What follows belongs to an exercise in optimizing a design on an open flow for small area; a production flow would make more cautious choices. RTL that was checked went through simulation tests only; none was proved equivalent to the original. Power figures rest on the tool's default switching activity, not on a simulated workload.

==> flow/design.v <==
`default_nettype none
module fp16_sum(input wire clk,input wire [15:0] num1,num2,output reg [15:0] out);
	localparam K = 7;
	function automatic [12:0] radd12(input [11:0] a, input [11:0] b, input ci);
		integer k;
		reg c;
		begin
			c = ci;
			for (k = 0; k < 12; k = k + 1) begin
				radd12[k] = a[k] ^ b[k] ^ c;
				c = (a[k] & b[k]) | (c & (a[k] ^ b[k]));
			end
			radd12[12] = c;
		end
	endfunction
	function automatic gt10(input [9:0] a, input [9:0] b);
		integer k;
		reg g;
		begin
			g = 1'b0;
			for (k = 0; k < 10; k = k + 1)
				g = (a[k] & ~b[k]) | (~(a[k] ^ b[k]) & g);
			gt10 = g;
		end
	endfunction
	wire [4:0]  e1   = num1[14:10];
	wire [4:0]  e2   = num2[14:10];
	wire [12:0] a12  = radd12({7'd0, e1}, {7'h7f, ~e2}, 1'b1);    
	wire [12:0] a21  = radd12({7'd0, e2}, {7'h7f, ~e1}, 1'b1);    
	wire        egt  = ~a12[12];                    
	wire        eeq  = e1 == e2;
	wire [4:0]  d    = egt ? a21[4:0] : a12[4:0];
	wire        swap = egt | (eeq & gt10(num2[9:0], num1[9:0]));    
	wire [9:0]  bm   = swap ? num2[9:0] : num1[9:0];
	wire [9:0]  sm   = swap ? num1[9:0] : num2[9:0];
	wire [10:0] sn   = {1'b1, sm} >> d;
	wire        sub  = num1[15] ^ num2[15];
	wire [12:0] lsum = radd12({{(12-K){1'b0}}, bm[K-1:0]}, {{(12-K){1'b0}}, sn[K-1:0] ^ {K{sub}}}, sub);
	reg        r1_sign, r1_sub;
	reg [4:0]  r1_exp;
	reg [9:K]  r1_bm;
	reg [10:K] r1_sn;
	reg [K:0]  r1_lo;        
	always @(posedge clk) begin
		r1_sign <= swap ? num2[15] : num1[15];
		r1_sub  <= sub;
		r1_exp  <= egt ? e2 : e1;
		r1_bm   <= bm[9:K];
		r1_sn   <= sn[10:K];
		r1_lo   <= lsum[K:0];
	end
	wire [12:0] ps  = radd12({{(K+1){1'b0}}, 1'b1, r1_bm}, {{(K+1){1'b0}}, r1_sn ^ {(11-K){r1_sub}}}, r1_lo[K]);
	wire [11:0] pre = {ps[11-K] ^ r1_sub, ps[10-K:0], r1_lo[K-1:0]};
	wire        hi = |pre[10:2];
	wire [11:0] v0 = {pre[11:2],
	                  pre[1] & ~(r1_sub & hi),
	                  pre[0] & ~(r1_sub & (hi | pre[1]))};
	wire        z8 = ~|v0[11:4];
	wire [11:0] v1 = z8 ? {v0[3:0], 8'd0} : v0;
	wire        z4 = ~|v1[11:8];
	wire [11:0] v2 = z4 ? {v1[7:0], 4'd0} : v1;
	wire        z2 = ~|v2[11:10];
	wire [11:0] v3 = z2 ? {v2[9:0], 2'd0} : v2;
	wire        z1 = ~v3[11];
	wire [11:0] v4 = z1 ? {v3[10:0], 1'd0} : v3;
	wire [9:0]  rm = v4[10:1];
	wire        nz = |pre;
	wire [4:0]  re = nz ? r1_exp + 5'd1 - {1'b0, z8, z4, z2, z1} : 5'd0;
	reg [15:0] s2, s3, s4;
	always @(posedge clk) begin
		s2  <= {r1_sign, re, rm};
		s3  <= s2;
		s4  <= s3;
		out <= s4;
	end
endmodule
clock: 4.5 ns
lec_check: 0
abc_area: 1
cap_margin: 20
core_margin: 2
core_utilization: 55
gpl_timing_driven: 0
slew_margin: 20
standard.sh (not shown) runs the stock make flow with config.mk's settings and CLKGATE_MAP_FILE= SYNTH_SCRIPT=/design/flow/synth_recipe.tcl, a recipe that flattens the netlist after the stock synthesis.
==> flow/flow/run.sh <==
#!/bin/bash
# The standard layout with these changes:
#  - synthesis maps with flow/abc.script and without the adder cell step;
#  - the port buffers are plain buf_1 cells;
#  - clock tree synthesis inserts no dummy loads.
set -euo pipefail
here=$(pwd)
inner=$(grep -o 'SYNTH_SCRIPT=[^ ]*' standard.sh | head -1 | cut -d= -f2-)
export OWN_INNER_SYNTH=$inner
export OWN_ABC_SCRIPT=$here/flow/abc.script
export BUFFER_PORTS_ARGS="-buffer_cell sky130_fd_sc_hd__buf_1"
export CTS_ARGS="-sink_clustering_enable -repair_clock_nets -dont_use_dummy_load"
sed "s#SYNTH_SCRIPT=[^ ]*#SYNTH_SCRIPT=$here/flow/synth.tcl ADDER_MAP_FILE=#" standard.sh > own.sh
bash own.sh > flow.log 2>&1
==> flow/flow/abc.script <==
strash
dch -f
map -D 3400 -B 0.2
strash
dch -f
map -D 3400 -B 0.2
topo
stime -c
buffer -c
upsize -c
dnsize -c
==> flow/flow/synth.tcl <==
# The standard flow's synthesis script, with our own ABC script for the technology
# mapping (the registers and their names are unchanged).
proc abc {args} {
  set i [lsearch -exact $args -script]
  if {$i >= 0} { lset args [expr {$i + 1}] $::env(OWN_ABC_SCRIPT) }
  yosys abc {*}$args
}
source $::env(OWN_INNER_SYNTH)
Edit:
--- a/flow/design.v
+++ b/flow/design.v
@@ -50,23 +50,21 @@
 		r1_lo   <= lsum[K:0];
 	end
 	wire [12:0] ps  = radd12({{(K+1){1'b0}}, 1'b1, r1_bm}, {{(K+1){1'b0}}, r1_sn ^ {(11-K){r1_sub}}}, r1_lo[K]);
 	wire [11:0] pre = {ps[11-K] ^ r1_sub, ps[10-K:0], r1_lo[K-1:0]};
-	wire        hi = |pre[10:2];
-	wire [11:0] v0 = {pre[11:2],
-	                  pre[1] & ~(r1_sub & hi),
-	                  pre[0] & ~(r1_sub & (hi | pre[1]))};
-	wire        z8 = ~|v0[11:4];
-	wire [11:0] v1 = z8 ? {v0[3:0], 8'd0} : v0;
-	wire        z4 = ~|v1[11:8];
-	wire [11:0] v2 = z4 ? {v1[7:0], 4'd0} : v1;
-	wire        z2 = ~|v2[11:10];
-	wire [11:0] v3 = z2 ? {v2[9:0], 2'd0} : v2;
-	wire        z1 = ~v3[11];
-	wire [11:0] v4 = z1 ? {v3[10:0], 1'd0} : v3;
-	wire [9:0]  rm = v4[10:1];
+	reg  [3:0]  p;
+	integer i;
+	always @* begin
+		p = 4'd0;
+		for (i = 0; i < 12; i = i + 1)
+			if (pre[i]) p = i;
+	end
+	wire [11:0] x  = {pre[11:2], pre[1:0] & {2{~r1_sub}}};
+	wire [11:0] xs = x << (4'd11 - p);
 	wire        nz = |pre;
-	wire [4:0]  re = nz ? r1_exp + 5'd1 - {1'b0, z8, z4, z2, z1} : 5'd0;
+	wire [12:0] ee = radd12({7'd0, r1_exp}, {8'd0, p} + 12'hff6, 1'b0);
+	wire [4:0]  re = nz ? ee[4:0] : 5'd0;
+	wire [9:0]  rm = xs[10:1];
 	reg [15:0] s2, s3, s4;
 	always @(posedge clk) begin
 		s2  <= {r1_sign, re, rm};
 		s3  <= s2;
First-iteration DRC count came out higher by 39%.
Clock skew is higher by 0.0062 ns.
Sequential power barely changes.
Synthesized area decreases by 2.0%.
Power came out lower by 4.2%.
Maximum frequency went down by 0.34%.
Final cell count decreases by 3.9%.
Worst setup slack degrades by 0.014 ns.
Synthesized cell count went down by about 4%.
Function not checked in the first run of this note: the RTL went through the layout flow alone.

what the ideal ports hide:
Ports are ideal in the flow. The routed layouts listed here were re-timed in OpenROAD. Step 1 (the two cells are an assumption about what drives the block):
set clk [get_ports {clk}]
set_driving_cell -lib_cell sky130_fd_sc_hd__clkbuf_16 $clk
set_driving_cell -lib_cell sky130_fd_sc_hd__buf_2 [delete_from_list [all_inputs] $clk]
Step 2 adds t to the input delays and takes it off the output delays; t is the mean of the earliest and latest rising clock arrival at the registers after step 1. Input paths then give back, and output paths get back, about the clock's delay inside the block. Three values: ideal, step 1, step 2; two values: the first two.
run | t (ns) | slack for setup (ns) | worst setup path after step 2 | worst register clock-pin slew, ns | worst data-port slew with drivers (ns)
the first run | 0.361 | 0.385 / 0.385 / 0.023 | input to register | 0.08 / 0.08 | 0.03
the second run | 0.355 | 0.370 / 0.378 / 0.023 | input to register | 0.08 / 0.08 | 0.03
After both steps every run listed still meets setup and hold. For the first run, which loses most, drivers alone change the setup slack by 0.000 ns; drivers and shift together by -0.362 ns.
